Context: an optimization exercise on an open-source flow, tuned for small area. The choices shown serve that exercise and are no tape-out recipe.
Where RTL was checked, it was by simulation tests only, not by an equivalence proof against the original.
Function not checked in run 6: the RTL went through the layout flow alone.
Power and IR drop assume default switching activity.

### flow/flow/run.sh
#!/bin/bash
# The standard layout (standard.sh), changed in three ways:
#  - synthesis is synth_recipe.tcl unchanged except that ABC maps the logic
#    with flow/abc.script, an area-oriented script (registers are mapped
#    before ABC runs, so they are the standard synthesis's);
#  - ports are buffered with sky130_fd_sc_hd__buf_1;
#    placement removes the synthesis buffers as usual;
#  - the clock tree is built with CTS_ARGS below, without dummy loads.
# make's output goes to run.log; each ORFS step keeps its own log under
# orfs/logs/.
set -euo pipefail
cd "$(dirname "$0")/.."
W=$PWD
cat > flow_synth.tcl <<EOT
proc abc {args} {
  set i [lsearch \$args -script]
  if {\$i >= 0} { lset args [expr {\$i + 1}] $W/flow/abc.script }
  yosys abc {*}\$args
}
source $W/synth_recipe.tcl
EOT
sed "s#SYNTH_SCRIPT=[^ ]*#SYNTH_SCRIPT=$W/flow_synth.tcl#" standard.sh > flow_standard.sh
grep -q "SYNTH_SCRIPT=$W/flow_synth.tcl" flow_standard.sh
export BUFFER_PORTS_ARGS="-buffer_cell sky130_fd_sc_hd__buf_1"
export CTS_ARGS="-sink_clustering_enable -repair_clock_nets -dont_use_dummy_load -buf_list sky130_fd_sc_hd__clkbuf_8 -sink_clustering_size 18 -sink_clustering_max_diameter 55"
bash flow_standard.sh > run.log 2>&1
### flow/flow/abc.script
strash
dch
amap
strash
dch
amap
topo
stime -c
### flow/standard.sh
#!/bin/bash
# synth_recipe.tcl (not shown) runs the flow's synth.tcl, then flattens the netlist and writes it again
# the make line also repeats each setting of config.mk as NAME=value (left out here)
make -C /OpenROAD-flow-scripts/flow DESIGN_CONFIG=/design/flow/config.mk WORK_HOME=/design/flow/orfs CLKGATE_MAP_FILE= SYNTH_SCRIPT=/design/flow/synth_recipe.tcl "${@:-finish}"
### flow/config.mk
export PLATFORM = sky130hd
export DESIGN_NAME = reflet_cpu
export DESIGN_NICKNAME = reflet_cpu
export VERILOG_FILES = /design/flow/design.v
export SDC_FILE = /design/flow/constraint.sdc
export NUM_CORES = 4
export LEC_CHECK = 0
export CAP_MARGIN = 20
export CORE_MARGIN = 2
export CORE_UTILIZATION = 55
export PLACE_DENSITY = 0.68
export SETUP_SLACK_MARGIN = 0.15
export SLEW_MARGIN = 20
### flow/constraint.sdc
create_clock -name core_clock -period 8.0 [get_ports {clk}]
set_input_delay 1.6000 -clock core_clock [delete_from_list [all_inputs] [get_ports {clk}]]
set_output_delay 1.6000 -clock core_clock [all_outputs]
set_load 0.01 [all_outputs]
### flow/design.v
module reflet_alu
    #(parameter wordsize = 16
    )(
    input [wordsize-1:0] working_register,
    input [wordsize-1:0] other_register,
    input [wordsize-1:0] status_register,
    input [7:0] instruction,
    output [wordsize-1:0] out
    );
    wire [3:0] opperand = instruction[7:4];
    wire [wordsize-1:0] wr = working_register;
    wire [wordsize-1:0] oth = other_register;
    wire is_e = opperand == 4'hE;
    wire op_read = opperand == 4'h0;
    wire op_wr   = opperand == 4'h1 || opperand == 4'hC ||
                   (is_e && (instruction[3:0] == 4'h0 || instruction[3:0] == 4'h1 || instruction[3:0] == 4'h4 ||
                             instruction[3:0] == 4'h7 || instruction[3:0] == 4'h9)) ||
                   instruction[7:2] == 6'b111110;
    wire op_set  = opperand == 4'h2;
    wire op_add  = opperand == 4'h3;
    wire op_and  = opperand == 4'h4;
    wire op_or   = opperand == 4'h5;
    wire op_xor  = opperand == 4'h6;
    wire op_not  = opperand == 4'h7;
    wire op_lsl  = opperand == 4'h8;
    wire op_lsr  = opperand == 4'h9;
    wire op_eq   = opperand == 4'hA;
    wire op_les  = opperand == 4'hB;
    wire op_cc2  = instruction == 8'hE5;
    wire op_cmpnot = instruction == 8'hE6;
    wire [wordsize-1:0] add_a = ( op_cc2 ? 0 : wr );
    wire [wordsize-1:0] add_b = ( op_cc2 ? ~wr : ( op_les ? ~oth : oth ) );
    wire [wordsize:0] sum = add_a + add_b + (op_les | op_cc2);
    wire cmp_les = !sum[wordsize];
    wire [wordsize-1:0] x = wr ^ oth;
    wire cmp_eq = ~|x;
    wire [wordsize-1:0] wr_rev;
    genvar k;
    generate for (k=0; k<wordsize; k=k+1) begin : rev_in
        assign wr_rev[k] = wr[wordsize-1-k];
    end endgenerate
    wire big_shift = |oth[wordsize-1:$clog2(wordsize)];
    wire [wordsize-1:0] sh = ( op_lsr ? wr_rev : wr ) << oth[$clog2(wordsize)-1:0];
    wire [wordsize-1:0] sh_rev;
    generate for (k=0; k<wordsize; k=k+1) begin : rev_out
        assign sh_rev[k] = sh[wordsize-1-k];
    end endgenerate
    wire cmp = (op_eq & cmp_eq) | (op_les & cmp_les) | (op_cmpnot & ~status_register[0]);
    wire cmp_op = op_eq | op_les | op_cmpnot;
    wire [3:0] tt = ( {4{op_read}} & 4'b1010 ) |
                    ( {4{op_wr}}   & 4'b1100 ) |
                    ( {4{op_and}}  & 4'b1000 ) |
                    ( {4{op_or}}   & 4'b1110 ) |
                    ( {4{op_xor}}  & 4'b0110 ) |
                    ( {4{op_not}}  & 4'b0101 );
    wire [wordsize-1:0] bitwise;
    generate for (k=0; k<wordsize; k=k+1) begin : lut
        assign bitwise[k] = tt[{wr[k], oth[k]}];
    end endgenerate
    assign out = bitwise |
                 ( {wordsize{op_set}} & {{(wordsize-4){1'b0}}, instruction[3:0]} ) |
                 ( {wordsize{op_add | op_cc2}} & sum[wordsize-1:0] ) |
                 ( {wordsize{op_lsl & !big_shift}} & sh ) |
                 ( {wordsize{op_lsr & !big_shift}} & sh_rev ) |
                 ( {wordsize{cmp_op}} & {status_register[wordsize-1:1], cmp} );
endmodule
module reflet_cpu #(
    parameter wordsize = 16,
    debug_output = 1
    )(
    input clk,
    input reset,
    input enable,
    input [wordsize-1:0] data_in,
    output reg [wordsize-1:0] addr,
    output reg [wordsize-1:0] data_out,
    output write_en,
    output reg quit,  
    output debug,
    input [3:0] interrupt_request,
    output [wordsize-1:0] debug_wr
    );
    function [wordsize-1:0] inc(input [wordsize-1:0] a);
        integer b;
        reg c;
        begin
            c = 1;
            for (b=0; b<wordsize; b=b+1)
            begin
                inc[b] = a[b] ^ c;
                c = c & a[b];
            end
        end
    endfunction
    function [wordsize-1:0] step(input [wordsize-1:0] a, input down);
        integer b;
        reg c;
        begin
            c = 1;
            for (b=0; b<wordsize; b=b+1)
            begin
                step[b] = a[b] ^ c;
                c = c & (a[b] ^ down);
            end
        end
    endfunction
    wire en = enable & !quit;
    wire [wordsize-1:0] registers [15:0];  
    wire [wordsize-1:0] wr = registers[4'h0  ];
    wire [wordsize-1:0] sr = registers[4'hD  ];
    wire [wordsize-1:0] pc = registers[4'hE  ];
    wire [wordsize-1:0] sp = registers[4'hF  ];
    reg [7:0] instruction;
    wire [3:0] opperand = instruction[7:4];
    wire [1:0] arg = instruction[1:0];
    wire [wordsize-1:0] other_register = registers[instruction[3:0]];
    localparam [3:0] ph_a = 4'd0, ph_b = 4'd1, ph_c = 4'd2, ph_d = 4'd3,
                     ph_e = 4'd4, ph_g = 4'd5, ph_h = 4'd6,
                     ph_f = 4'd8, ph_f2 = 4'd9, ph_f3 = 4'd10, ph_f4 = 4'd11, ph_f5 = 4'd12;
    reg [3:0] phase;
    reg mem_done;  
    wire iok = phase[3];
    wire in_h = phase == ph_h;
    wire in_g = phase == ph_g;
    wire in_f = phase == ph_f;
    wire fetch = (phase == ph_d && mem_done) || phase == ph_e;
    wire i_pop  = instruction == 8'hE3;
    wire i_push = instruction == 8'hE4;
    wire i_ret  = instruction == 8'hE2;
    wire i_call = instruction == 8'hE1;
    wire i_atom = instruction == 8'hEA;
    wire i_str  = opperand == 4'hC;
    wire i_load = opperand == 4'hD;
    wire inst_read = i_load || i_pop || i_ret || i_atom;
    wire inst_write = i_str || i_push || i_call || i_atom;
    always @ (posedge clk)
        if (!reset)
        begin
            phase <= ph_a;
            mem_done <= 0;
        end
        else if (en)
        begin
            case (phase)
                ph_a : phase <= ph_b;
                ph_b : phase <= ph_c;
                ph_c : phase <= ph_d;
                ph_d : phase <= ( mem_done ? ph_f : ph_e );
                ph_e : phase <= ph_f;
                ph_f : phase <= ( inst_read || inst_write ? ph_f2 : ph_g );
                ph_f2 : phase <= ph_f3;
                ph_f3 : phase <= ph_f4;
                ph_f4 : phase <= ( inst_read ? ph_g : ph_f5 );
                ph_f5 : phase <= ph_g;
                ph_g : phase <= ph_h;
                default : phase <= ph_a;
            endcase
            if (in_f)
                mem_done <= 0;
            else if (phase == ph_d || phase == ph_f4)
                mem_done <= 1;
        end
    reg byte_mode;
    wire in_interrupt_context;
    wire [7:0] reduced_behaviour_bits = sr[15:8];
    wire [1:0] size_normal_access = ( reduced_behaviour_bits == 8'h0 ? 2'd1 : reduced_behaviour_bits[1:0] - 2'd1 );
    wire [1:0] size_used =
        ( !iok ? 2'd0 :
          ( (!in_interrupt_context & byte_mode) ? 2'd0 :
            ( i_pop || i_push || i_ret || i_call ? 2'd1 : size_normal_access )));
    wire byte_access = size_used == 2'd0;
    always @ (posedge clk)
        if (!reset)
            byte_mode <= 0;
        else if (en && (instruction == 8'hE7) && in_h)
            byte_mode <= !byte_mode;
    wire [wordsize-1:0] sp_step = {step(sp >> 1, i_pop || i_ret), sp[0]};
    wire [wordsize-1:0] mem_addr = ( i_str || i_load ? other_register :
                                   ( i_pop || i_ret ? sp_step :
                                   ( i_push || i_call ? sp :
                                   ( i_atom ? wr : 0 ))));
    wire [wordsize-1:0] cpu_addr = ( iok ? mem_addr : pc );
    always @ (posedge clk)
        if (en && reset)
            addr <= cpu_addr;
    reg [wordsize-1:0] data_in_cpu;
    reg atom_zero;
    wire [wordsize-1:0] data_out_cpu = ( i_call ? pc : ( i_atom ? 1 : wr ) );
    wire [wordsize-1:0] data_read = ( cpu_addr[0] ? {8'h0, data_in[15:8]} :
                                    ( byte_access ? {8'h0, data_in[7:0]} : data_in ));
    wire [wordsize-1:0] data_write = ( cpu_addr[0] ? {data_out_cpu[7:0], data_in[7:0]} :
                                     ( byte_access ? {data_in[15:8], data_out_cpu[7:0]} : data_out_cpu ));
    always @ (posedge clk)
        if (en && (phase == ph_c || phase == ph_f3))
            data_in_cpu <= data_read;
        else if (en && phase == ph_f4 && inst_write)
            data_in_cpu <= data_write;
    always @ (posedge clk)
        if (en && phase == ph_f3)
            atom_zero <= ~|data_read;
    always @ (*)
        data_out = data_in_cpu;
    wire [wordsize-1:0] pc_inc = inc( i_ret ? data_in_cpu : pc );
    assign write_en = phase == ph_f5 || (in_g && i_atom);
    wire alignment_error = (phase == ph_f2 || phase == ph_f3 || phase == ph_f4 || phase == ph_f5) &&
                           |(addr[2:0] & {size_used == 2'd3, size_used[1], size_used != 2'd0});
    always @ (posedge clk)
        if (en && fetch)
            instruction <= data_in_cpu[7:0];
    reg old_softint, old_setintstack, old_getint;
    reg [1:0] old_arg;
    wire op_softint      = instruction[7:2] == 6'b111111;
    wire op_setintstack  = instruction[7:2] == 6'b111110;
    wire op_getintstack  = instruction[7:2] == 6'b111101;
    wire op_getint       = instruction[7:2] == 6'b111100;
    wire op_setint       = instruction[7:2] == 6'b111011;
    always @ (posedge clk)
        if (en && fetch)
        begin
            old_softint <= op_softint;
            old_setintstack <= op_setintstack;
            old_getint <= op_getint;
            old_arg <= arg;
        end
    wire d_softint     = ( in_f ? old_softint : op_softint );
    wire d_setintstack = ( in_f ? old_setintstack : op_setintstack );
    wire [1:0] d_arg   = ( in_f ? old_arg : arg );
    wire [3:0] used_int = {interrupt_request[3:1], interrupt_request[0] | (sr[5] & alignment_error)};
    wire [3:0] softint_request = ( d_softint ? (4'h1 << d_arg) : 4'h0 );
    wire [3:0] int_masked = (used_int | softint_request) & sr[4:1];
    reg [3:0] int_masked_latched;
    always @ (posedge clk)
        if (!reset)
            int_masked_latched <= 0;
        else if (en)
            int_masked_latched <= ( in_h ? int_masked : int_masked_latched | int_masked );
    reg [2:0] level;  
    assign in_interrupt_context = !level[2];
    wire [2:0] target_level = ( int_masked_latched[0] ? 3'd0 :
                              ( int_masked_latched[1] ? 3'd1 :
                              ( int_masked_latched[2] ? 3'd2 :
                              ( int_masked_latched[3] ? 3'd3 : 3'd4))));
    wire new_int = target_level < level;
    wire take_int = new_int & in_h;
    reg [1:0] level_memory_0, level_memory_1;
    reg level_memory_2;
    wire [2:0] previous_level = ( level[2] ? 3'h4 :
                                ( level[1:0] == 2'd0 ? {1'b0, level_memory_0} + 3'd1 :
                                ( level[1:0] == 2'd1 ? {1'b0, level_memory_1} + 3'd1 :
                                ( level[1:0] == 2'd2 ? {level_memory_2, ~level_memory_2, ~level_memory_2} : 3'h4 ))));
    wire [3:0] addr_memory_load, routine_load;
    wire [wordsize-1:0] addr_memory_in = ( !reset ? 0 : ( take_int ? ( op_softint ? pc_inc : pc ) : wr ) );
    wire [wordsize-1:0] routine_in = ( !reset ? 0 : wr );
    wire [wordsize-1:0] addr_memory [3:0];
    wire [wordsize-1:0] routines [3:0];
    genvar k;
    generate for (k=0; k<4; k=k+1) begin : int_tables
        reg [wordsize-1:0] addr_memory_q, routines_q;
        assign addr_memory_load[k] = !reset || (en && ( take_int ? target_level[1:0] == k :
                                     !(instruction == 8'hEB && !in_f) && d_setintstack && d_arg == k ));
        assign routine_load[k] = !reset || (en && op_setint && in_h && arg == k);
        always @ (posedge clk)
        begin
            if (addr_memory_load[k])
                addr_memory_q <= addr_memory_in;
            if (routine_load[k])
                routines_q <= routine_in;
        end
        assign addr_memory[k] = addr_memory_q;
        assign routines[k] = routines_q;
    end endgenerate
    always @ (posedge clk)
        if (!reset)
            level <= 4;
        else if (en)
        begin
            if (take_int)
            begin
                level <= target_level;
                case (target_level[1:0])
                    2'd0 : level_memory_0 <= level[1:0] - 2'd1;
                    2'd1 : level_memory_1 <= level[1:0] - 2'd1;
                    2'd2 : level_memory_2 <= level[2];
                    default : ;
                endcase
            end
            else if (instruction == 8'hEB && in_h)
                level <= previous_level;
        end
    reg h_first;
    always @ (posedge clk)
        h_first <= in_g;
    wire getint_valid = ( h_first ? old_getint & !(inst_read || inst_write) : op_getint );
    wire [1:0] routine_index = ( new_int ? target_level[1:0] : ( h_first ? old_arg : arg ) );
    wire [wordsize-1:0] routine = routines[routine_index];
    wire [wordsize-1:0] getint_out = ( getint_valid ? routine : 0 );
    wire i_retint = instruction == 8'hEB;
    wire [wordsize-1:0] addr_memory_out = addr_memory[i_retint ? level[1:0] : arg];
    wire [wordsize-1:0] int_out = ( (i_retint && !level[2]) || op_getintstack ? addr_memory_out : 0 );
    wire [wordsize-1:0] alu_out;
    reflet_alu #(.wordsize(wordsize)) alu(
        .working_register(wr),
        .other_register(other_register),
        .status_register(sr),
        .instruction(instruction),
        .out(alu_out));
    wire [wordsize-1:0] mem_out = ( i_load || i_pop ? data_in_cpu :
                                  ( i_ret ? pc_inc :
                                  ( i_atom ? {sr[wordsize-1:1], atom_zero} : 0 )));
    wire [wordsize-1:0] content = alu_out | mem_out | int_out | getint_out;
    wire [3:0] index = ( opperand == 4'h1 ? instruction[3:0] :
                       ( opperand == 4'hA || opperand == 4'hB || instruction == 8'hE6 || i_atom ? 4'hD   :
                       ( i_ret || i_call || i_retint || (instruction == 8'hE0 && sr[0]) ? 4'hE   : 4'h0   )));
    wire write_back = en && in_h;
    wire write_reg = write_back && !new_int && !i_push && instruction != 8'hE8;
    always @ (posedge clk)
        if (!reset)
            quit <= 0;
        else if (write_back && !new_int && instruction == 8'hE8)
            quit <= 1;
    wire [wordsize-1:0] reg_in = ( !reset ? 0 : content );
    wire [wordsize-1:0] pc_in = ( !reset ? 4   : ( new_int ? routine : ( index == 4'hE   ? content : pc_inc ) ) );
    wire [wordsize-1:0] sp_in = ( !reset ? 0   : ( index == 4'hF   ? content : sp_step ) );
    generate for (k=0; k<16; k=k+1) begin : regs
        reg [wordsize-1:0] q;
        wire load;
        if (k == 4'hE  )
        begin
            assign load = !reset || write_back;
            always @ (posedge clk)
                if (load)
                    q <= pc_in;
        end
        else if (k == 4'hF  )
        begin
            assign load = !reset || (write_back && !new_int && (i_pop || i_ret || i_push || i_call || index == 4'hF  ));
            always @ (posedge clk)
                if (load)
                    q <= sp_in;
        end
        else
        begin
            assign load = !reset || (write_reg && index == k);
            always @ (posedge clk)
                if (load)
                    q <= reg_in;
        end
        assign registers[k] = q;
    end endgenerate
    assign debug = instruction == 8'hE9 && in_h;
    generate
        if (debug_output)
            assign debug_wr = wr;
        else
            assign debug_wr = 0;
    endgenerate
endmodule
==> key figures, run 1 <==
Run status
  • Status: timing/DRC/antenna clean

Logic synthesis
  • Net Count, Synth: 2029
  • Count leader, synth: edfxtp_1
  • Synth Register Bits: 450
  • Top cells by count, synth: edfxtp_1, nor2_1, clkinv_1
  • Sequential area share after synthesis: 0.601
  • Synth area leaders: edfxtp_1, o22ai_1, nor2_1
  • Yosys warnings: 1
  • Post-synth EDFFs: about 440
  • Async SR Flop Fraction: 0
  • Cell variety after synth: 47
  • Primary FF master, synth: edfxtp_1
  • Share of the synthesized area in the top cell type: 0.587
  • Cells after synthesis: 1967
  • Avg Inst Size Synth: 11.3 µm²
  • Synthesized area: 0.0222 mm²
  • Largest area contributor in the netlist: edfxtp_1

Clock tree
  • Worst-Skew Late Latency: 0.69 ns
  • Number of post-CTS setup repair buffers: 0
  • TritonCTS clock tree: yes
  • H-tree Lvls: 2
  • Sink Count: 450
  • CTS Buffer Depth: 3
  • Root Buffer: clkbuf_8
  • Inserted Clock Buffers: 38
  • Worst-path clk slew: 0.10 ns

Timing
  • Tightest Pin Transition: 1.28 ns
  • Max frequency: 135 MHz
  • Clock skew: around 0.11 ns
  • Hold Slack: approximately 0.50 ns
  • Fin. max-slew vios: 0
  • Final worst setup slack: 0.607 ns
  • Final setup viols: 0
  • Min Tclk post-route: 7.39 ns
  • Crit share post-route: 0.924
  • Slew margin rel.: 0.144
  • RSZ-0062 raised after global routing: false
  • Setup tns final: 0 ns
  • Final Hold Fails: 0

Setup path
  • Critical Path Max Stage Delay: 0.61 ns
  • Startpoint Class: flop
  • Most frequent CP cell: clkinv_1
  • Worst Path Max Fanout: 19
  • Critical path class: flop to flop
  • Worst EP arrival: between 7 and 8 ns
  • Crit end category: flop
  • Worst path slowest cell: edfxtp_1
  • Req. time, crit path: 8.32 ns

Pwr
  • Peak supply drop: roughly 0.17 mV
  • Power per cell area: 197 mW/mm²
  • Leakage power: 8.22 nW
  • Pwr Total: 4.87 mW

Detailed routing
  • Antenna Violating Nets Remaining: 0
  • Pre-Repair DR Iteration Count: 9
  • DRT met1 WL: 32.4 mm
  • DRC: 0
  • Initial DRC Count: 3596
  • DR vias/cell: 7.31
  • Via count: 19900
  • WL met3: between 10 and 15 mm
  • Metal2 WL: 38.8 mm
  • DR WL/cell: between 30 and 40 µm
  • Routed WL: slightly below 90 mm
  • Highest routed layer: met5

Floorplan
  • Initial Util: 0.558
  • Die Width: 205 µm
  • Core Region: 0.0398 mm²
  • IO Pins: 74
  • Die Footprint: 0.0421 mm²
  • FP Rows: 73
  • Die Y: 205 µm

Global routing
  • Initial antenna violation count: 6
  • Total track usage: 0.419
  • First-pass GRT wire length: 125 mm
  • GRT Residual Overflow: 0
  • Largest net degree at the start of global routing: 54
  • Vias in the first global route: about 19000

Placed design
  • Detailed Place HPWL: 65.2 mm
  • Dpl ws: 0.393 ns
  • Routability cong.: 1.08
  • I/O Buffers: 73

Final layout
  • NumNets Final: about 2300
  • Final core occ: 0.620
  • Diodes inserted: 0
  • Area growth syn-to-layout: 11.1%
  • Share of cells above drive strength 1: 0.0826

Run
  • Max Cap Viol: 0

Hold path
  • HP Class: flop to flop
power breakdown:
part / switching [mW] / leakage [nW] / internal, mW
Clock: 0.717 / 0.273 / 0.426
Combinational: 0.609 / 3.44 / 0.251
Sequential: 0.0955 / 4.50 / 2.78
state kept, by name, indices dropped and copies added (netlist names), 3 cells and up:
register	count
level	3
int_tables.addr_memory_q	64
regs.q	256
int_tables.routines_q	64
instruction	8
addr	16
int_masked_latched	4
phase	4
data_in_cpu	16
through the flow:
step	cell area, µm²	instances
CTS	24700	2716
finish	24700	2717
floorplan	22200	1967
detailed placement	24100	2678
global route	24700	2717
global placement	24100	2678
layout make-up:
class / count / area [µm²]
fill: 3260 / 15100
sequential: 450 / 13400
multi-input combinational: 1300 / 8210
timing repair buffer: 187 / 1130
inverter: 217 / 815
tap: 525 / 657
clock buffer: 38 / 523
critical path: cells and delay by family, from the launching register on:
kind	cells	cell delay, ns
AO/OA/AOI/OAI	18	2.95
flip-flops	1	0.61
buffers and inverters	16	2.53
AND/OR/NAND/NOR	3	0.92
final timing paths:
check | startpoint | to | slack [ns] | cells past startpoint
worst max-delay path | instruction[3]$_DFFE_PP_ | addr[15]$_DFFE_PP_ | 0.61 | 37
worst min-delay path | byte_mode$_SDFFE_PN0P_ | byte_mode$_SDFFE_PN0P_ | 0.50 | 1
worst max register to register | instruction[3]$_DFFE_PP_ | addr[15]$_DFFE_PP_ | 0.61 | 37
worst min register to register | byte_mode$_SDFFE_PN0P_ | byte_mode$_SDFFE_PN0P_ | 0.50 | 1
logic make-up (layout without fill, tap and decap cells):
logic type / after synthesis / in the layout / synth area share
buffers and inverters: 217 / 442 / 0.0366
AO/OA/AOI/OAI: 741 / 741 / 0.238
flip-flops: 450 / 450 / 0.601
AND/OR/NAND/NOR: 519 / 519 / 0.102
XOR/XNOR: 1 / 1 / 0.000394
adder cells (fa/ha/maj): 39 / 39 / 0.0223
repair_timing:
| action | in CTS | in global routing |
|---|---|---|
| endpoints found under the setup margin | 0 | 31 |
| hold buffers | 0 | 0 |
| resized for setup | 0 | 6 |
metal layers:
layer	up-vias	GRT usage
met1	9522	0.547
li1	8423	-
met4	10	0.236
met2	1535	0.639
met3	364	0.109
met5	-	0
cells in the final DEF, fill, tap and decap left out, types with 21 or more instances in the layout:
cell         n
edfxtp_1   435
nor2_1     253
clkinv_1   216
o22ai_1    162
buf_4      113
a21oi_1    107
nand2_1    103
buf_1       72
a221oi_1    70
o21ai_0     57
a222oi_1    47
a22oi_1     42
o22a_1      39
ha_1        38
clkbuf_8    38
nor3_1      36
a211oi_1    35
o221ai_1    33
a2111oi_0   22
nand3_1     21
a31oi_1     21
==> run 2: changes to the inputs <==
==> flow/flow/abc.script (replaced) <==
strash
dch
amap
strash
dch
amap
strash
dch
amap
strash
dch
amap
topo
stime -c
==> run 2 against run 1 <==
Against the previous run:
- still clean on timing, DRC and antenna
- hold slack got worse by 0.018 ns
- combinational power rose by 2.4%
- wire length rose by 3.8%
- via count rose by 1.3%
- total power rose by 0.51%
- first-iteration DRC count rose by 2.3%
- fmax rose by 1.5%
- register-to-register slack improved by 0.11 ns
- clock-buffer cell count did not move
- synthesized cell count fell by 1.0%
- cell count fell by 0.48%
- sequential power barely moved
==> key figures, run 2 <==
Run status
  • Status: timing/DRC/antenna clean (unchanged)

Logic synthesis
  • Post-synthesis mux area share: 0 (unchanged)
  • Largest area contributor in the netlist: edfxtp_1 (unchanged)
  • Largest family of logic cells by synthesized area: compound AO/OA/AOI/OAI gates (unchanged)
  • Sequential area share after synthesis: 0.604 (was 0.601)
  • Synth area leaders: edfxtp_1, nor2_1, o22ai_1 (was edfxtp_1, o22ai_1, nor2_1)
  • Synth Area in Compound Gates: 0.238 (about the same)
  • Synth Register Bits: 450 (unchanged)
  • Cell variety after synth: 48 (was 47)
  • Synthesized area: 0.0221 mm² (was 0.0222 mm²)
  • Yosys warnings: 1 (unchanged)
  • Simple-gate share of the synthesized area: 0.103 (was 0.102)
  • Count leader, synth: edfxtp_1 (unchanged)
  • Post-synthesis adder-cell area fraction: 0.0224 (was 0.0223)
  • Xor/xnor share of the synthesized area: 0 (was 0.000394)
  • Top cells by count, synth: edfxtp_1, nor2_1, clkinv_1 (unchanged)
  • Post-synth EDFFs: 435 (unchanged)
  • Share of the synthesized area in the top cell type: 0.590 (was 0.587)
  • Net Count, Synth: 2009 (was 2029)
  • Async SR Flop Fraction: 0 (unchanged)
  • Cells after synthesis: 1947 (was 1967)
  • Primary FF master, synth: edfxtp_1 (unchanged)
  • Avg Inst Size Synth: 11.4 µm² (was 11.3 µm²)

Final layout
  • Post-route insts no fill: 2704 (was 2717)
  • Commonest non-fill, non-tap cells in the layout: edfxtp_1, nor2_1, clkinv_1 (unchanged)
  • Share of cells above drive strength 1: 0.0868 (was 0.0826)
  • Area growth syn-to-layout: 11.4% (was 11.1%)
  • Commonest non-fill, non-tap cell in the layout: edfxtp_1 (unchanged)
  • Top flop regs: regs.q: 256 flops, int_tables.addr_memory_q: 64 flops, int_tables.routines_q: 64 flops (unchanged)
  • NumNets Final: 2241 (was 2256)
  • Layout fillers: 3276 (was 3260)
  • Largest reg by FF count: regs.q (unchanged)
  • Max reg flops: 256 (unchanged)

Placed design
  • Placed cells: 2661 (was 2678)
  • Dpl ws: 0.336 ns (was 0.393 ns)
  • I/O Buffers: 73 (unchanged)
  • Detailed Place HPWL: 66.9 mm (was 65.2 mm)
  • Routability cong.: 1.06 (was 1.08)

Clock tree
  • Worst-path clk slew: 0.10 ns (about the same)
  • H-tree Lvls: 2 (unchanged)
  • Root Buffer: clkbuf_8 (unchanged)
  • Inserted Clock Buffers: 38 (unchanged)
  • Hold bufs inserted after CTS: 0 (unchanged)
  • Worst-Skew Late Latency: 0.66 ns (was 0.69 ns)
  • CTS Buffer Depth: 3 (unchanged)
  • Sink Count: 450 (unchanged)
  • TritonCTS clock tree: yes (unchanged)

Pwr
  • Gate power share: 0.180 (was 0.176)
  • Clock power share: 0.234 (about the same)
  • P_sw: 1.45 mW (was 1.42 mW)
  • Reg power frac: 0.586 (was 0.589)
  • Pwr Total: 4.90 mW (was 4.87 mW)
  • Peak supply drop: 0.193 mV (was 0.165 mV)
  • Switching share of power: 0.295 (was 0.292)
  • Leakage power: 8.19 nW (was 8.22 nW)
  • Power per cell area: 199 mW/mm² (was 197 mW/mm²)
  • Pint: 3.45 mW (about the same)

Detailed routing
  • DR vias/cell: 7.43 (was 7.31)
  • DRC: 0 (unchanged)
  • Antenna Violating Nets Remaining: 0 (unchanged)
  • Routed WL: 91.5 mm (was 88.2 mm)
  • DR WL/cell: 33.8 µm (was 32.5 µm)
  • Pre-Repair DR Iteration Count: 10 (was 9)
  • Initial DRC Count: 3677 (was 3596)
  • Via count: 20100 (was 19900)

Floorplan
  • FP Rows: 73 (unchanged)
  • IO Pins: 74 (unchanged)
  • Die Y: 205 µm (about the same)
  • Die Width: 205 µm (about the same)
  • Initial Util: 0.557 (was 0.558)
  • Core Region: 0.0397 mm² (was 0.0398 mm²)
  • Die Footprint: 0.0419 mm² (was 0.0421 mm²)

Setup path
  • Worst EP arrival: 7.61 ns (was 7.72 ns)
  • Critical Path Max Stage Delay: 0.50 ns (was 0.61 ns)
  • Worst Path Max Fanout: 18 (was 19)
  • Startpoint Class: flop (unchanged)
  • Worst path slowest cell: nor3_4 (was edfxtp_1)
  • Crit end category: flop (unchanged)
  • Req. time, crit path: 8.33 ns (was 8.32 ns)
  • Most frequent CP cell: clkinv_1 (unchanged)
  • Critical path class: flop to flop (unchanged)

Global routing
  • Met2 GRT Util: 0.638 (was 0.639)
  • Met1 Usage GRT: 0.575 (was 0.547)
  • Largest net degree at the start of global routing: 50 (was 54)
  • GRT Residual Overflow: 0 (unchanged)
  • Met3 Use GR: 0.136 (was 0.109)
  • GR peak layer: met2 (unchanged)
  • First-pass GRT wire length: 129 mm (was 125 mm)
  • Vias in the first global route: 18600 (was 18500)
  • Initial antenna violation count: 5 (was 6)
  • Total track usage: 0.436 (was 0.419)

Timing
  • Final setup viols: 0 (unchanged)
  • Hold Slack: 0.482 ns (was 0.500 ns)
  • Min Tclk post-route: 7.28 ns (was 7.39 ns)
  • Fin. max-slew vios: 0 (unchanged)
  • Crit share post-route: 0.910 (was 0.924)
  • Slew margin rel.: 0.214 (was 0.144)
  • Clock skew: 0.113 ns (was 0.114 ns)
  • Max frequency: 137 MHz (was 135 MHz)
  • Tightest Pin Transition: 1.18 ns (was 1.28 ns)
  • RSZ-0062 raised after global routing: false (unchanged)
  • Final Hold Fails: 0 (unchanged)
  • Final worst setup slack: 0.719 ns (was 0.607 ns)
  • Setup tns final: 0 ns (unchanged)

Hold path
  • HP Class: flop to flop (unchanged)

Run
  • Max Cap Viol: 0 (unchanged)
[run 2: final cells by class]
class	instances	area (µm²)	share of cell area
multi-input cells	1302	8200	0.332
diodes	2	5.00	0.000203
inverters	195	739	0.0300
clock buffers	38	523	0.0212
repair buffers	192	1170	0.0475
flip-flops and latches	450	13400	0.542
well taps	525	657	0.0266
[run 2: final timing paths]
kind / startpoint / end / slack [ns] / depth (start not counted)
worst max-delay path: instruction[3]$_DFFE_PP_ / addr[15]$_DFFE_PP_ / 0.72 / 35
worst min-delay path: byte_mode$_SDFFE_PN0P_ / byte_mode$_SDFFE_PN0P_ / 0.48 / 1
worst max register to register: instruction[3]$_DFFE_PP_ / addr[15]$_DFFE_PP_ / 0.72 / 35
worst min register to register: byte_mode$_SDFFE_PN0P_ / byte_mode$_SDFFE_PN0P_ / 0.48 / 1
[run 2: layer usage]
layer  vias to the layer above  wire length, µm
met4                         4             6410
met2                      1699            39300
li1                       8352                -
met1                      9667            32600
met5                         -               26
met3                       381            13200
[run 2: power groups by stage]
stage	clock, mW	sequential [mW]	combinational (mW)
CTS	1.14	2.86	0.837
floorplan	0	2.89	0.457
global route	1.22	2.88	0.916
detailed placement	0	2.92	0.834
finish	1.15	2.87	0.880
global placement	0	2.91	0.830
[run 2: repair_timing]
item	4_1_cts	5_1_grt
gates resized for setup	0	9
setup buffers	0	2
setup endpoints to repair	0	18
[run 2: worst max-delay path, delay by kind of cell (launching register included)]
kind            cells  cell delay [ns]
compound gates     17             3.12
buf+inv            15             2.26
simple gates        3             1.12
flops               1             0.49
[run 2: cells by family after synthesis]
| logic type | after synthesis |
|---|---|
| fa+ha+maj | 39 |
| buf+inv | 195 |
| simple gates | 526 |
| flops | 450 |
| compound gates | 737 |
[run 2: stage by stage]
| stage | util | instance area, µm² |
|---|---|---|
| 2_1_floorplan | - | 22100 |
| 3_3_place_gp | 0.605 | 24000 |
| 3_5_place_dp | 0.605 | 24100 |
| 4_1_cts | 0.619 | 24600 |
| 5_1_grt | 0.620 | 24700 |
| 6_report | 0.621 | 24700 |
==> run 3: changes to the inputs <==
==> flow/flow/abc.script (replaced) <==
strash
dch
amap
topo
stime -c
--- a/flow/config.mk
+++ b/flow/config.mk
@@ -8,6 +8,5 @@
 export CAP_MARGIN = 20
 export CORE_MARGIN = 2
 export CORE_UTILIZATION = 55
-export PLACE_DENSITY = 0.68
 export SETUP_SLACK_MARGIN = 0.15
 export SLEW_MARGIN = 20
==> run 3 against run 2 <==
Against the previous run:
- utilization is 0.34 points higher
- via count is 3.6% higher
- flip-flop and latch count stayed put
- cell area is 1.0% higher
- largest power group unchanged
==> key figures, run 3 <==
Global routing
  • First-pass GRT wire length: 132 mm (was 129 mm)
  • Total track usage: 0.442 (was 0.436)
  • Vias in the first global route: 18500 (was 18600)
  • Initial antenna violation count: 2 (was 5)
  • GRT Residual Overflow: 0 (unchanged)
  • Largest net degree at the start of global routing: 73 (was 50)

Logic synthesis
  • Post-synthesis adder-cell area fraction: 0.0221 (was 0.0224)
  • Cells after synthesis: 1988 (was 1947)
  • Avg Inst Size Synth: 11.3 µm² (was 11.4 µm²)
  • Primary FF master, synth: edfxtp_1 (unchanged)
  • Synth Area in Compound Gates: 0.238 (about the same)
  • Synthesized area: 0.0224 mm² (was 0.0221 mm²)
  • Largest family of logic cells by synthesized area: compound AO/OA/AOI/OAI gates (unchanged)
  • Post-synthesis mux area share: 0 (unchanged)
  • Cell variety after synth: 47 (was 48)
  • Sequential area share after synthesis: 0.597 (was 0.604)
  • Post-synth EDFFs: 435 (unchanged)
  • Yosys warnings: 1 (unchanged)
  • Synth area leaders: edfxtp_1, o22ai_1, nor2_1 (was edfxtp_1, nor2_1, o22ai_1)
  • Simple-gate share of the synthesized area: 0.109 (was 0.103)
  • Async SR Flop Fraction: 0 (unchanged)
  • Count leader, synth: edfxtp_1 (unchanged)
  • Top cells by count, synth: edfxtp_1, nor2_1, clkinv_1 (unchanged)
  • Largest area contributor in the netlist: edfxtp_1 (unchanged)
  • Synth Register Bits: 450 (unchanged)
  • Share of the synthesized area in the top cell type: 0.584 (was 0.590)
  • Xor/xnor share of the synthesized area: 0.000391 (was 0)
  • Net Count, Synth: 2050 (was 2009)

Run
  • Max Cap Viol: 0 (unchanged)

Setup path
  • Most frequent CP cell: nor2_1 (was clkinv_1)
  • Worst path bufs/invs: 7 (was 15)
  • Req. time, crit path: 8.35 ns (was 8.33 ns)
  • Worst Path Max Fanout: 18 (unchanged)
  • Critical path class: flop to flop (unchanged)
  • Worst EP arrival: 7.78 ns (was 7.61 ns)
  • Crit path max-delay family: compound AO/OA/AOI/OAI gates (unchanged)
  • Critical Path Max Stage Delay: 0.73 ns (was 0.50 ns)
  • Crit end category: flop (unchanged)
  • Worst path slowest cell: nor2_1 (was nor3_4)
  • Startpoint Class: flop (unchanged)

Floorplan
  • Die Y: 206 µm (was 205 µm)
  • FP Rows: 73 (unchanged)
  • Die Footprint: 0.0423 mm² (was 0.0419 mm²)
  • Core Region: 0.0399 mm² (was 0.0397 mm²)
  • Initial Util: 0.561 (was 0.557)
  • IO Pins: 74 (unchanged)
  • Die Width: 206 µm (was 205 µm)

Clock tree
  • CTS Buffer Depth: 3 (unchanged)
  • Worst-Skew Late Latency: 0.68 ns (was 0.66 ns)
  • Root Buffer: clkbuf_8 (unchanged)
  • TritonCTS clock tree: yes (unchanged)
  • Inserted Clock Buffers: 39 (was 38)
  • H-tree Lvls: 2 (unchanged)
  • Sink Count: 450 (unchanged)
  • Worst-path clk slew: 0.08 ns (was 0.10 ns)
  • Resized cells post-CTS: 0 (unchanged)

Detailed routing
  • Routed WL: 93.5 mm (was 91.5 mm)
  • Initial DRC Count: 4022 (was 3677)
  • Via count: 20800 (was 20100)
  • DRC: 0 (unchanged)
  • Pre-Repair DR Iteration Count: 7 (was 10)
  • DR WL/cell: 34.0 µm (was 33.8 µm)
  • DR vias/cell: 7.58 (was 7.43)
  • Antenna Violating Nets Remaining: 0 (unchanged)

Final layout
  • Area growth syn-to-layout: 11.3% (was 11.4%)
  • Fin area: 0.0249 mm² (was 0.0247 mm²)
  • Max reg flops: 256 (unchanged)
  • Multi-input logic area: 0.00843 mm² (was 0.00820 mm²)
  • Register area: 0.0134 mm² (unchanged)
  • Largest reg by FF count: regs.q (unchanged)
  • Top flop regs: regs.q: 256 flops, int_tables.addr_memory_q: 64 flops, int_tables.routines_q: 64 flops (unchanged)
  • Commonest non-fill, non-tap cells in the layout: edfxtp_1, nor2_1, clkinv_1 (unchanged)
  • Commonest non-fill, non-tap cell in the layout: edfxtp_1 (unchanged)
  • Layout fillers: 3187 (was 3276)
  • NumNets Final: 2283 (was 2241)
  • Share of cells above drive strength 1: 0.0843 (was 0.0868)

Placed design
  • Routability cong.: 1.06 (about the same)
  • Post-placement cell area: 0.0243 mm² (was 0.0241 mm²)
  • I/O Buffers: 73 (unchanged)
  • Detailed Place HPWL: 65.9 mm (was 66.9 mm)

Timing
  • RSZ-0062 raised after global routing: false (unchanged)
  • Min Tclk post-route: 7.44 ns (was 7.28 ns)
  • Final Hold Fails: 0 (unchanged)
  • Tightest Pin Transition: 1.24 ns (was 1.18 ns)
  • Final setup viols: 0 (unchanged)
  • Slew margin rel.: 0.167 (was 0.214)
  • Max frequency: 134 MHz (was 137 MHz)
  • Fin. max-slew vios: 0 (unchanged)
  • Setup tns final: 0 ns (unchanged)
  • Clock skew: 0.121 ns (was 0.113 ns)
  • Crit share post-route: 0.929 (was 0.910)

Pwr
  • Peak supply drop: 0.180 mV (was 0.193 mV)
  • Power per cell area: 190 mW/mm² (was 199 mW/mm²)
  • Leakage power: 8.25 nW (was 8.19 nW)

Run status
  • Status: timing/DRC/antenna clean (unchanged)

Hold path
  • HP Class: flop to flop (unchanged)
==> run 3: path summary, 6_finish.rpt <==
check | slack (ns) | endpoint | cells after the start | startpoint
max | 0.56 | regs[14].q[0]$_SDFFCE_PN0P_ | 37 | instruction[0]$_DFFE_PP_
min | 0.47 | byte_mode$_SDFFE_PN0P_ | 1 | byte_mode$_SDFFE_PN0P_
max reg2reg | 0.56 | regs[14].q[0]$_SDFFCE_PN0P_ | 37 | instruction[0]$_DFFE_PP_
min reg2reg | 0.47 | byte_mode$_SDFFE_PN0P_ | 1 | byte_mode$_SDFFE_PN0P_
==> run 3: metal layers <==
layer	up-vias	part of all wire	routed length [µm]	track usage
li1	8579	-	-	-
met1	9996	0.37	34600	0.607
met2	1881	0.41	38500	0.626
met3	377	0.15	14300	0.142
met4	2	0.065	6080	0.231
met5	-	0.000096	9	0
==> run 3: stage by stage <==
step                hold WS [ns]  total power [mW]  setup WS (ns)  utilization  cells
finish                     0.469              4.74          0.565        0.624   2747
global route               0.489              4.85          0.154        0.624   2744
global placement           0.450              3.57          0.852        0.609   2700
floorplan                  0.436              3.23          0.133            -   1988
CTS                        0.462              4.70          0.671        0.622   2739
detailed placement         0.454              3.58          0.655        0.609   2700
==> run 3: where the power goes <==
group	switching [mW]	internal (mW)
logic	0.552	0.200
clock network	0.730	0.436
registers	0.0737	2.75
==> run 3: repair_timing <==
| action | 4_1_cts | 5_1_grt |
|---|---|---|
| endpoints found under the setup margin | 0 | 16 |
| buffers inserted | 0 | 5 |
| hold buffers | 0 | 0 |
==> run 3: cells by family after synthesis <==
family	Yosys count
and+or+nand+nor	557
adders and majority gates	39
AOI/OAI and AO/OA	742
DFF	450
buffers and inverters	199
xor gates and xnor gates	1
==> run 3: worst register-to-register path, delay by kind of cell (launching register included) <==
kind	cells	cell delay [ns]
compound gates	15	2.86
fa+ha+maj	1	0.40
buf+inv	7	1.16
flops	1	0.37
simple gates	14	2.36
==> run 3: layout make-up <==
class	instances	area share
Sequential cell	450	0.537
Multi-Input combinational cell	1339	0.338
Timing Repair Buffer	192	0.0469
Inverter	199	0.0300
Tap cell	525	0.0264
Clock buffer	39	0.0216
Antenna cell	3	0.000301
==> run 4: changes to the inputs <==
==> flow/flow/abc.script (replaced) <==
strash
dch
amap
strash
dch
amap
topo
stime -c
==> run 4 against run 3 <==
Against the previous run:
- first-iteration DRC count is 7.3% lower
- global-route usage shrank 2.4 points
- wire length down 5.5%
- sequential share of layout area rose by 0.36 points
- die area decreased by 0.64%
- clock-buffer cell count stayed put
- area after synthesis decreased by 0.65%
- cell count down 0.95%
- largest cell class unchanged
==> key figures, run 4 <==
Setup path
  • Startpoint Class: flop (unchanged)
  • Worst EP arrival: 7.71 ns (was 7.78 ns)
  • Critical path class: flop to flop (unchanged)
  • R2r setup slk: 0.68 ns (was 0.56 ns)
  • Worst Path Max Fanout: 23 (was 18)
  • Crit end category: flop (unchanged)
  • Req. time, crit path: 8.40 ns (was 8.35 ns)

Floorplan
  • IO Pins: 74 (unchanged)
  • Die Y: 205 µm (was 206 µm)
  • FP Rows: 73 (unchanged)
  • Die Width: 205 µm (was 206 µm)
  • Die Footprint: 0.0421 mm² (was 0.0423 mm²)
  • Initial Util: 0.558 (was 0.561)
  • Core Region: 0.0398 mm² (was 0.0399 mm²)

Final layout
  • Commonest non-fill, non-tap cells in the layout: edfxtp_1, nor2_1, clkinv_1 (unchanged)
  • Top flop regs: regs.q: 256 flops, int_tables.addr_memory_q: 64 flops, int_tables.routines_q: 64 flops (unchanged)
  • Diodes inserted: 0 (was 3)
  • Largest reg by FF count: regs.q (unchanged)
  • Area growth syn-to-layout: 11.2% (was 11.3%)
  • NumNets Final: 2260 (was 2283)
  • Max reg flops: 256 (unchanged)
  • Share of cells above drive strength 1: 0.0865 (was 0.0843)
  • Commonest non-fill, non-tap cell in the layout: edfxtp_1 (unchanged)

Logic synthesis
  • Async SR Flop Fraction: 0 (unchanged)
  • Largest area contributor in the netlist: edfxtp_1 (unchanged)
  • Sequential area share after synthesis: 0.601 (was 0.597)
  • Share of the synthesized area in the top cell type: 0.587 (was 0.584)
  • Count leader, synth: edfxtp_1 (unchanged)
  • Post-synth EDFFs: 435 (unchanged)
  • Synth Register Bits: 450 (unchanged)
  • Cells after synthesis: 1967 (was 1988)
  • Top cells by count, synth: edfxtp_1, nor2_1, clkinv_1 (unchanged)
  • Net Count, Synth: 2029 (was 2050)
  • Avg Inst Size Synth: 11.3 µm² (about the same)
  • Yosys warnings: 1 (unchanged)
  • Synth area leaders: edfxtp_1, o22ai_1, nor2_1 (unchanged)
  • Cell variety after synth: 47 (unchanged)
  • Primary FF master, synth: edfxtp_1 (unchanged)
  • Synthesized area: 0.0222 mm² (was 0.0224 mm²)

Run
  • Max Cap Viol: 0 (unchanged)

Pwr
  • Reg power frac: 0.589 (was 0.596)
  • Peak supply drop: 0.179 mV (was 0.180 mV)
  • Pint: 3.46 mW (was 3.39 mW)
  • Switching share of power: 0.291 (was 0.286)
  • Clock power share: 0.236 (was 0.246)
  • P_sw: 1.42 mW (was 1.36 mW)
  • Gate power share: 0.175 (was 0.159)
  • Pwr Total: 4.88 mW (was 4.74 mW)
  • Power per cell area: 197 mW/mm² (was 190 mW/mm²)
  • Leakage power: 8.24 nW (was 8.25 nW)

Global routing
  • Initial antenna violation count: 1 (was 2)
  • GRT Residual Overflow: 0 (unchanged)
  • Total track usage: 0.417 (was 0.442)
  • Met1 Usage GRT: 0.551 (was 0.607)
  • Met3 Use GR: 0.112 (was 0.142)
  • Met2 GRT Util: 0.638 (was 0.626)
  • First-pass GRT wire length: 126 mm (was 132 mm)
  • Vias in the first global route: 18400 (was 18500)
  • GR peak layer: met2 (unchanged)
  • Largest net degree at the start of global routing: 73 (unchanged)

Timing
  • Slew margin rel.: 0.249 (was 0.167)
  • Hold Slack: 0.468 ns (was 0.469 ns)
  • Setup tns final: 0 ns (unchanged)
  • Fin. max-slew vios: 0 (unchanged)
  • Tightest Pin Transition: 1.12 ns (was 1.24 ns)
  • Min Tclk post-route: 7.32 ns (was 7.44 ns)
  • Max frequency: 137 MHz (was 134 MHz)
  • Clock skew: 0.0831 ns (was 0.121 ns)
  • Final setup viols: 0 (unchanged)
  • Final Hold Fails: 0 (unchanged)
  • RSZ-0062 raised after global routing: true (was false)
  • Crit share post-route: 0.915 (was 0.929)

Clock tree
  • H-tree Lvls: 2 (unchanged)
  • TritonCTS clock tree: yes (unchanged)
  • Hold bufs inserted after CTS: 0 (unchanged)
  • CTS Buffer Depth: 3 (unchanged)
  • Root Buffer: clkbuf_8 (unchanged)
  • Sink Count: 450 (unchanged)
  • Worst-path clk slew: 0.06 ns (was 0.08 ns)
  • Inserted Clock Buffers: 39 (unchanged)
  • Worst-Skew Late Latency: 0.67 ns (was 0.68 ns)

Detailed routing
  • Via count: 20100 (was 20800)
  • DR WL/cell: 32.5 µm (was 34.0 µm)
  • Pre-Repair DR Iteration Count: 9 (was 7)
  • Routed WL: 88.4 mm (was 93.5 mm)
  • Antenna Violating Nets Remaining: 0 (unchanged)
  • Initial DRC Count: 3729 (was 4022)
  • DR vias/cell: 7.37 (was 7.58)
  • DRC: 0 (unchanged)

Run status
  • Status: timing/DRC/antenna clean (unchanged)

Placed design
  • Routability cong.: 1.06 (about the same)
  • I/O Buffers: 73 (unchanged)
  • Detailed Place HPWL: 64.6 mm (was 65.9 mm)

Hold path
  • HP Class: flop to flop (unchanged)
[run 4: cell count changes in the layout (fill, tap and decap cells not counted), moves of 15 or more]
| cell | change |
|---|---|
| a222oi_1 | +16 |
| o22ai_1 | -22 |
| and3_1 | +15 |
| a21oi_1 | +26 |
| nand3_1 | -51 |
| clkinv_1 | +17 |
[run 4: per-stage QoR]
step / worst slack [ns] / cell area [µm²] / cells / util
after floorplan: 0.248 / 22200 / 1967 / -
after CTS: 0.562 / 24700 / 2714 / 0.619
after global routing: 0.143 / 24700 / 2721 / 0.621
after detailed placement: 0.616 / 24100 / 2675 / 0.606
after global placement: 0.784 / 24100 / 2675 / 0.606
final: 0.683 / 24700 / 2721 / 0.621
[run 4: cell type report]
| class | instances | area [µm²] |
|---|---|---|
| Inverter | 217 | 815 |
| Tap cell | 525 | 657 |
| Clock buffer | 39 | 537 |
| Sequential cell | 450 | 13400 |
| Multi-Input combinational cell | 1300 | 8210 |
| Timing Repair Buffer | 190 | 1150 |
| Fill cell | 3310 | 15100 |
[run 4: power by group through the flow]
stage	Clock (mW)	Combinational [mW]	Sequential [mW]
after floorplan	0	0.460	2.88
after global placement	0	0.810	2.92
after detailed placement	0	0.816	2.92
after CTS	1.15	0.820	2.87
after global routing	1.22	0.896	2.88
final	1.15	0.855	2.87
[run 4: critical path: stages, from the launching register on]
cell and delay (ns):
edfxtp_1 0.54, clkinv_1 0.32, nand2_1 0.25, nor2_1 0.08
buf_4 0.18, clkinv_1 0.08, nor2b_1 0.05, a2111oi_0 0.38
nand4_1 0.23, o22ai_2 0.14, buf_4 0.30, clkinv_1 0.14
a222oi_1 0.29, ha_1 0.33, a21o_1 0.17, a31oi_1 0.38
nor2_1 0.12, a221oi_1 0.39, clkinv_1 0.20, nand4_1 0.12
o311ai_0 0.21, a311oi_1 0.57, nor3_1 0.14, nor2_1 0.14
xnor2_1 0.08, a211oi_1 0.52, nor2_1 0.41, o22a_1 0.33
[run 4: path summary, 6_finish.rpt]
path,end,depth (start not counted),startpoint
setup / recovery,regs[15].q[13]$_SDFFCE_PN0P_,27,instruction[1]$_DFFE_PP_
hold / removal,byte_mode$_SDFFE_PN0P_,1,byte_mode$_SDFFE_PN0P_
setup reg to reg,regs[15].q[13]$_SDFFCE_PN0P_,27,instruction[1]$_DFFE_PP_
hold reg to reg,byte_mode$_SDFFE_PN0P_,1,byte_mode$_SDFFE_PN0P_
[run 4: routing by layer]
layer  vias to the layer above  wire length (µm)
met5                         -                 9
met4                         2              5840
met3                       377             10900
met2                      1551             38700
met1                      9696             32900
li1                       8429                 -
[run 4: cell families after synthesis]
logic type      Yosys count  synth area share
compound gates          741             0.238
simple gates            519             0.102
flops                   450             0.601
buf+inv                 217            0.0366
fa+ha+maj                39            0.0223
xor+xnor                  1          0.000394
[run 4: timing repair]
item	in CTS	in global routing
setup buffers	0	7
gates resized for setup	0	6
endpoints found under the setup margin	0	33
==> run 5: changes to the inputs <==
==> flow/flow/abc.script (replaced) <==
strash
dch
amap
strash
dch
amap
strash
dch
amap
strash
dch
amap
topo
stime -c
==> run 5 against run 4 <==
Against the previous run:
- register-to-register slack got worse by 0.25 ns
- critical endpoint is now regs[15].q[14]$_SDFFCE_PN0P_
- non-clock buffer count decreased by 3
- largest power group unchanged
- die area decreased by 0.48%
- utilization about the same
- flip-flop and latch count unchanged
- first-iteration DRC count increased by 5.1%
- highest routed layer unchanged
==> key figures, run 5 <==
Clock tree
  • CTS Buffer Depth: 3 (unchanged)
  • Worst-path clk slew: 0.09 ns (was 0.06 ns)
  • Root Buffer: clkbuf_8 (unchanged)
  • H-tree Lvls: 2 (unchanged)
  • Number of post-CTS setup repair buffers: 0 (unchanged)
  • Sink Count: 450 (unchanged)
  • Resized cells post-CTS: 0 (unchanged)
  • Worst-Skew Late Latency: 0.65 ns (was 0.67 ns)
  • TritonCTS clock tree: yes (unchanged)
  • Hold bufs inserted after CTS: 0 (unchanged)
  • Inserted Clock Buffers: 38 (was 39)

Global routing
  • First-pass GRT wire length: 127 mm (was 126 mm)
  • Largest net degree at the start of global routing: 47 (was 73)
  • Vias in the first global route: 18300 (was 18400)
  • GRT Residual Overflow: 0 (unchanged)
  • Total track usage: 0.429 (was 0.417)
  • Initial antenna violation count: 4 (was 1)

Final layout
  • NumNets Final: 2236 (was 2260)
  • Max reg flops: 256 (unchanged)
  • Layout fillers: 3215 (was 3310)
  • Largest reg by FF count: regs.q (unchanged)
  • Register area: 0.0134 mm² (unchanged)
  • Commonest non-fill, non-tap cells in the layout: edfxtp_1, nor2_1, clkinv_1 (unchanged)
  • Share of cells above drive strength 1: 0.0856 (was 0.0865)
  • Commonest non-fill, non-tap cell in the layout: edfxtp_1 (unchanged)
  • Top flop regs: regs.q: 256 flops, int_tables.addr_memory_q: 64 flops, int_tables.routines_q: 64 flops (unchanged)
  • Area growth syn-to-layout: 11.4% (was 11.2%)
  • Multi-input logic area: 0.00824 mm² (was 0.00821 mm²)
  • Fin area: 0.0247 mm² (about the same)

Setup path
  • Worst Path Max Fanout: 21 (was 23)
  • Startpoint Class: flop (unchanged)
  • Worst path slowest cell: a311oi_1 (unchanged)
  • Critical path class: flop to flop (unchanged)
  • Crit end category: flop (unchanged)
  • Req. time, crit path: 8.36 ns (was 8.40 ns)
  • Worst EP arrival: 7.92 ns (was 7.71 ns)
  • Most frequent CP cell: ha_1
  • Critical Path Max Stage Delay: 0.91 ns (was 0.57 ns)

Logic synthesis
  • Yosys warnings: 1 (unchanged)
  • Synth Register Bits: 450 (unchanged)
  • Largest area contributor in the netlist: edfxtp_1 (unchanged)
  • Count leader, synth: edfxtp_1 (unchanged)
  • Cells after synthesis: 1947 (was 1967)
  • Async SR Flop Fraction: 0 (unchanged)
  • Synth area leaders: edfxtp_1, nor2_1, o22ai_1 (was edfxtp_1, o22ai_1, nor2_1)
  • Net Count, Synth: 2009 (was 2029)
  • Top cells by count, synth: edfxtp_1, nor2_1, clkinv_1 (unchanged)
  • Primary FF master, synth: edfxtp_1 (unchanged)
  • Post-synth EDFFs: 435 (unchanged)
  • Synthesized area: 0.0221 mm² (was 0.0222 mm²)
  • Sequential area share after synthesis: 0.604 (was 0.601)
  • Cell variety after synth: 48 (was 47)
  • Share of the synthesized area in the top cell type: 0.590 (was 0.587)
  • Avg Inst Size Synth: 11.4 µm² (was 11.3 µm²)

Timing
  • RSZ-0062 raised after global routing: false (was true)
  • Fin. max-slew vios: 0 (unchanged)
  • Max frequency: 132 MHz (was 137 MHz)
  • Tightest Pin Transition: 1.13 ns (was 1.12 ns)
  • Min Tclk post-route: 7.56 ns (was 7.32 ns)
  • Slew margin rel.: 0.245 (was 0.249)
  • Final setup viols: 0 (unchanged)
  • Clock skew: 0.0525 ns (was 0.0831 ns)
  • Setup tns final: 0 ns (unchanged)
  • Crit share post-route: 0.945 (was 0.915)
  • Final Hold Fails: 0 (unchanged)
  • Final worst setup slack: 0.436 ns (was 0.683 ns)

Floorplan
  • Die Y: 205 µm (about the same)
  • Die Width: 205 µm (about the same)
  • Die Footprint: 0.0419 mm² (was 0.0421 mm²)
  • FP Rows: 73 (unchanged)
  • IO Pins: 74 (unchanged)
  • Initial Util: 0.557 (was 0.558)
  • Core Region: 0.0397 mm² (was 0.0398 mm²)

Pwr
  • Power per cell area: 198 mW/mm² (was 197 mW/mm²)
  • Peak supply drop: 0.181 mV (was 0.179 mV)
  • Leakage power: 8.17 nW (was 8.24 nW)

Detailed routing
  • Pre-Repair DR Iteration Count: 9 (unchanged)
  • DR WL/cell: 33.7 µm (was 32.5 µm)
  • DR vias/cell: 7.47 (was 7.37)
  • DRC: 0 (unchanged)
  • Routed WL: 90.9 mm (was 88.4 mm)
  • Antenna Violating Nets Remaining: 0 (unchanged)
  • Via count: 20200 (was 20100)
  • Initial DRC Count: 3921 (was 3729)

Hold path
  • HP Class: flop to flop (unchanged)

Placed design
  • Routability cong.: 1.11 (was 1.06)
  • I/O Buffers: 73 (unchanged)
  • Detailed Place HPWL: 65.7 mm (was 64.6 mm)
  • Post-placement cell area: 0.0241 mm² (about the same)
  • Dpl ws: 0.408 ns (was 0.616 ns)

Run
  • Max Cap Viol: 0 (unchanged)

Run status
  • Status: timing/DRC/antenna clean (unchanged)
==> run 5: routing by layer <==
| metal | GRT usage | vias up | share of wire |
|---|---|---|---|
| met4 | 0.215 | 4 | 0.062 |
| met3 | 0.120 | 394 | 0.13 |
| met5 | 0 | - | 0.00029 |
| met1 | 0.575 | 9724 | 0.37 |
| met2 | 0.643 | 1688 | 0.43 |
| li1 | - | 8367 | - |
==> run 5: metrics by stage <==
step / utilization / cells / power, mW / hold WS [ns]
floorplan: - / 1947 / 3.34 / 0.437
global placement: 0.604 / 2657 / 3.73 / 0.456
detailed placement: 0.605 / 2659 / 3.74 / 0.462
CTS: 0.619 / 2697 / 4.83 / 0.471
global route: 0.621 / 2697 / 5.00 / 0.499
finish: 0.621 / 2700 / 4.89 / 0.479
==> run 5: path summary, 6_finish.rpt <==
kind | from | end | slack [ns] | depth (start not counted)
worst max-delay path | instruction[3]$_DFFE_PP_ | regs[15].q[14]$_SDFFCE_PN0P_ | 0.44 | 29
worst max register to register | instruction[3]$_DFFE_PP_ | regs[15].q[14]$_SDFFCE_PN0P_ | 0.44 | 29
worst min register to register | byte_mode$_SDFFE_PN0P_ | byte_mode$_SDFFE_PN0P_ | 0.48 | 1
worst min-delay path | byte_mode$_SDFFE_PN0P_ | byte_mode$_SDFFE_PN0P_ | 0.48 | 1
==> run 5: where the power goes <==
part | internal (mW) | switching, mW
Sequential | 2.78 | 0.0844
Combinational | 0.246 | 0.629
Clock | 0.426 | 0.729
==> run 5: cell families after synthesis <==
kind of cell / after synthesis / share of synthesized area
compound gates: 737 / 0.238
fa+ha+maj: 39 / 0.0224
buf+inv: 195 / 0.0331
flops: 450 / 0.604
simple gates: 526 / 0.103
==> run 5: cell type report <==
| class | count | share of cell area |
|---|---|---|
| diodes | 3 | 0.000304 |
| clock buffers | 38 | 0.0212 |
| inverters | 195 | 0.0300 |
| multi-input cells | 1302 | 0.334 |
| flip-flops and latches | 450 | 0.542 |
| well taps | 525 | 0.0266 |
| repair buffers | 187 | 0.0460 |
==> run 5: critical path, delay by kind of cell, from the launching register on <==
| kind | cells | cell delay [ns] |
|---|---|---|
| simple gates | 6 | 0.99 |
| fa+ha+maj | 13 | 2.65 |
| buf+inv | 5 | 1.39 |
| flops | 1 | 0.50 |
| compound gates | 5 | 1.72 |
==> run 6: changes to the inputs <==
--- a/flow/design.v
+++ b/flow/design.v
@@ -80,6 +80,7 @@
     input [3:0] interrupt_request,
     output [wordsize-1:0] debug_wr
     );
+    integer i;  
     function [wordsize-1:0] inc(input [wordsize-1:0] a);
         integer b;
         reg c;
--- a/flow/flow/run.sh
+++ b/flow/flow/run.sh
@@ -22,5 +22,5 @@
 sed "s#SYNTH_SCRIPT=[^ ]*#SYNTH_SCRIPT=$W/flow_synth.tcl#" standard.sh > flow_standard.sh
 grep -q "SYNTH_SCRIPT=$W/flow_synth.tcl" flow_standard.sh
 export BUFFER_PORTS_ARGS="-buffer_cell sky130_fd_sc_hd__buf_1"
-export CTS_ARGS="-sink_clustering_enable -repair_clock_nets -dont_use_dummy_load -buf_list sky130_fd_sc_hd__clkbuf_8 -sink_clustering_size 18 -sink_clustering_max_diameter 55"
+export CTS_ARGS="-sink_clustering_enable -repair_clock_nets -dont_use_dummy_load -buf_list sky130_fd_sc_hd__clkbuf_4 -tree_buf sky130_fd_sc_hd__clkbuf_8 -root_buf sky130_fd_sc_hd__clkbuf_16 -sink_clustering_size 12 -sink_clustering_max_diameter 40"
 bash flow_standard.sh > run.log 2>&1
==> flow/flow/abc.script (replaced) <==
strash
dch
amap
topo
stime -c
==> run 6 against run 5 <==
Against the previous run:
- still clean on timing, DRC and antenna
- non-clock buffer count is 6 higher
- via count rose by 3.6%
- largest cell class unchanged
- utilization rose by 0.33 points
- critical path type unchanged
- flip-flop and latch count did not move
==> key figures, run 6 <==
Setup path
  • Most frequent CP cell: nor2_1 (was ha_1)
  • Worst Path Max Fanout: 34 (was 21)
  • FF-to-FF Start: instruction[2]$_DFFE_PP_ (was instruction[3]$_DFFE_PP_)
  • R2r setup slk: 0.64 ns (was 0.44 ns)
  • Critical Path Max Stage Delay: 0.55 ns (was 0.91 ns)
  • Req. time, crit path: 8.15 ns (was 8.36 ns)
  • Crit end category: flop (unchanged)
  • Worst path bufs/invs: 4 (was 5)
  • FF-to-FF End: regs[4].q[0]$_DFFE_PP_ (was regs[15].q[14]$_SDFFCE_PN0P_)

Pwr
  • Switching share of power: 0.290 (was 0.295)
  • P_sw: 1.37 mW (was 1.44 mW)
  • Leakage power: 8.28 nW (was 8.17 nW)
  • Reg power frac: 0.595 (was 0.585)
  • Gate power share: 0.159 (was 0.179)
  • Power per cell area: 191 mW/mm² (was 198 mW/mm²)

Final layout
  • Share of cells above drive strength 1: 0.0933 (was 0.0856)
  • Register area: 0.0134 mm² (unchanged)
  • NumNets Final: 2303 (was 2236)
  • Commonest non-fill, non-tap cells in the layout: edfxtp_1, nor2_1, clkinv_1 (unchanged)
  • Multi-input logic area: 0.00843 mm² (was 0.00824 mm²)
  • Layout fillers: 3206 (was 3215)
  • Largest reg by FF count: regs.q (unchanged)
  • Fin area: 0.0249 mm² (was 0.0247 mm²)

Logic synthesis
  • Net Count, Synth: 2050 (was 2009)
  • Async SR Flop Fraction: 0 (unchanged)
  • Post-synth EDFFs: 435 (unchanged)
  • Avg Inst Size Synth: 11.3 µm² (was 11.4 µm²)
  • Synth Register Bits: 450 (unchanged)
  • Cell variety after synth: 47 (was 48)
  • Synth area leaders: edfxtp_1, o22ai_1, nor2_1 (was edfxtp_1, nor2_1, o22ai_1)
  • Top cells by count, synth: edfxtp_1, nor2_1, clkinv_1 (unchanged)
  • Yosys warnings: 1 (unchanged)
  • Largest area contributor in the netlist: edfxtp_1 (unchanged)
  • Synthesized area: 0.0224 mm² (was 0.0221 mm²)
  • Primary FF master, synth: edfxtp_1 (unchanged)

Hold path
  • Worst hold path startpoint: byte_mode$_SDFFE_PN0P_ (unchanged)
  • Hold Path Stages: 1 (unchanged)
  • Hold EP: byte_mode$_SDFFE_PN0P_ (unchanged)

Timing
  • Fin. max-slew vios: 0 (unchanged)
  • Slew margin rel.: 0.166 (was 0.245)
  • Final Hold Fails: 0 (unchanged)
  • RSZ-0062 raised after global routing: false (unchanged)
  • Tightest Pin Transition: 1.24 ns (was 1.13 ns)
  • Min Tclk post-route: 7.36 ns (was 7.56 ns)
  • Setup tns final: 0 ns (unchanged)
  • Clock skew: 0.0839 ns (was 0.0525 ns)
  • Final setup viols: 0 (unchanged)
  • Max frequency: 136 MHz (was 132 MHz)
  • Crit share post-route: 0.920 (was 0.945)

Placed design
  • Post-placement cell area: 0.0243 mm² (was 0.0241 mm²)
  • Detailed Place HPWL: 65.9 mm (was 65.7 mm)

Run
  • Max Cap Viol: 0 (unchanged)

Clock tree
  • Hold bufs inserted after CTS: 0 (unchanged)
  • Worst-path clk slew: 0.10 ns (was 0.09 ns)
  • Worst-Skew Late Latency: 0.60 ns (was 0.65 ns)
  • CTS Buffer Depth: 3 (unchanged)
  • H-tree Lvls: 2 (unchanged)
  • Root Buffer: clkbuf_16 (was clkbuf_8)

Floorplan
  • Initial Util: 0.561 (was 0.557)
  • Die Footprint: 0.0423 mm² (was 0.0419 mm²)
  • IO Pins: 74 (unchanged)
  • Die Width: 206 µm (was 205 µm)
  • Die Y: 206 µm (was 205 µm)

Detailed routing
  • Initial DRC Count: 4043 (was 3921)
  • DR WL/cell: 33.9 µm (was 33.7 µm)
  • Antenna Violating Nets Remaining: 0 (unchanged)
  • Via count: 20900 (was 20200)
  • DRC: 0 (unchanged)

Global routing
  • Largest net degree at the start of global routing: 73 (was 47)
  • Initial antenna violation count: 7 (was 4)

Run status
  • Status: timing/DRC/antenna clean (unchanged)
run 6: cell types whose count changed in the layout (fill, tap and decap cells not counted), sizes merged, moves of 13 or more:
| cell | previous run | this run |
|---|---|---|
| nand3 | 21 | 72 |
| o21ai | 109 | 81 |
| a211oi | 19 | 36 |
| nand2 | 89 | 116 |
| nor2 | 284 | 245 |
| a222oi | 49 | 31 |
| a32o | 13 | 0 |
| o32a | 3 | 19 |
| clkbuf | 39 | 58 |
| o22ai | 144 | 184 |
run 6: layer usage:
metal / up-vias / routed length (µm) / track usage
met2: 1880 / 38600 / 0.621
met5: - / 27 / 0
met4: 4 / 6400 / 0.251
met3: 406 / 14900 / 0.151
met1: 9980 / 34000 / 0.607
li1: 8629 / - / -
run 6: power by group through the flow:
stage	logic (mW)	clock network [mW]	registers, mW
floorplan	0.381	0	2.85
global placement	0.705	0	2.87
detailed placement	0.709	0	2.87
CTS	0.711	1.18	2.82
global route	0.779	1.26	2.83
finish	0.756	1.17	2.82
run 6: how the worst max path moves through the flow:
stage	cells past startpoint	startpoint	endpoint	slack [ns]
after floorplan	27	instruction[1]$_DFFE_PP_	regs[15].q[15]$_SDFFCE_PN0P_	0.13
after global placement	35	instruction[2]$_DFFE_PP_	regs[14].q[0]$_SDFFCE_PN0P_	0.85
after detailed placement	35	instruction[2]$_DFFE_PP_	regs[14].q[0]$_SDFFCE_PN0P_	0.66
after CTS	33	instruction[2]$_DFFE_PP_	regs[4].q[0]$_DFFE_PP_	0.60
after global routing	31	instruction[2]$_DFFE_PP_	regs[4].q[0]$_DFFE_PP_	0.20
final	30	instruction[2]$_DFFE_PP_	regs[4].q[0]$_DFFE_PP_	0.64
run 6: timing repair:
action | CTS | global route
setup buffers | 0 | 4
setup endpoints to repair | 0 | 16
resized for setup | 0 | 2
run 6: logic make-up after synthesis:
kind of cell | count (synthesis) | share of synthesized area
compound gates | 742 | 0.238
simple gates | 557 | 0.109
flops | 450 | 0.597
buf+inv | 199 | 0.0334
fa+ha+maj | 39 | 0.0221
xor+xnor | 1 | 0.000391
run 6: per-stage QoR:
step	instances	utilization	hold slack [ns]	power [mW]	setup slack, ns
2_1_floorplan	1988	-	0.436	3.23	0.133
3_3_place_gp	2700	0.609	0.450	3.57	0.852
5_1_grt	2764	0.624	0.492	4.87	0.203
3_5_place_dp	2700	0.609	0.454	3.58	0.655
6_report	2766	0.624	0.469	4.75	0.643
4_1_cts	2758	0.622	0.465	4.71	0.598
run 6: layout make-up:
type | instances | area share
antenna | 2 | 0.000201
clock buffer | 58 | 0.0210
timing repair buffer | 193 | 0.0475
sequential | 450 | 0.536
inverter | 199 | 0.0301
tap | 525 | 0.0264
multi-input combinational | 1339 | 0.338

[port drivers added, routing unchanged]
How much do the figures lean on ideal ports? The routed layouts below were timed once more, with nothing changed but the port constraints.
Step 1: set_driving_cell puts a clkbuf_16 on clk and a buf_2 on each other input, an assumption about the parent block.
Step 2, shift: input delay + t, output delay - t, t = (earliest + latest rising clock arrival at the registers) / 2. This alone moves slack from input paths to output paths.
a / b / c = no drivers / after step 1 / after step 2; a / b = the first two.
| run | t (ns) | setup WS [ns] | pins driven straight from the clock port |
|---|---|---|---|
| run 1 | 0.688 | 0.607 / 0.607 / 0.607 | 1 |
| run 2 | 0.658 | 0.719 / 0.719 / 0.719 | 1 |
| run 3 | 0.671 | 0.565 / 0.565 / 0.565 | 1 |
| run 4 | 0.680 | 0.683 / 0.683 / 0.683 | 1 |
| run 5 | 0.683 | 0.436 / 0.436 / 0.436 | 1 |
| run 6 | 0.614 | 0.643 / 0.643 / 0.643 | 1 |
After both steps setup and hold are still met in every run listed.
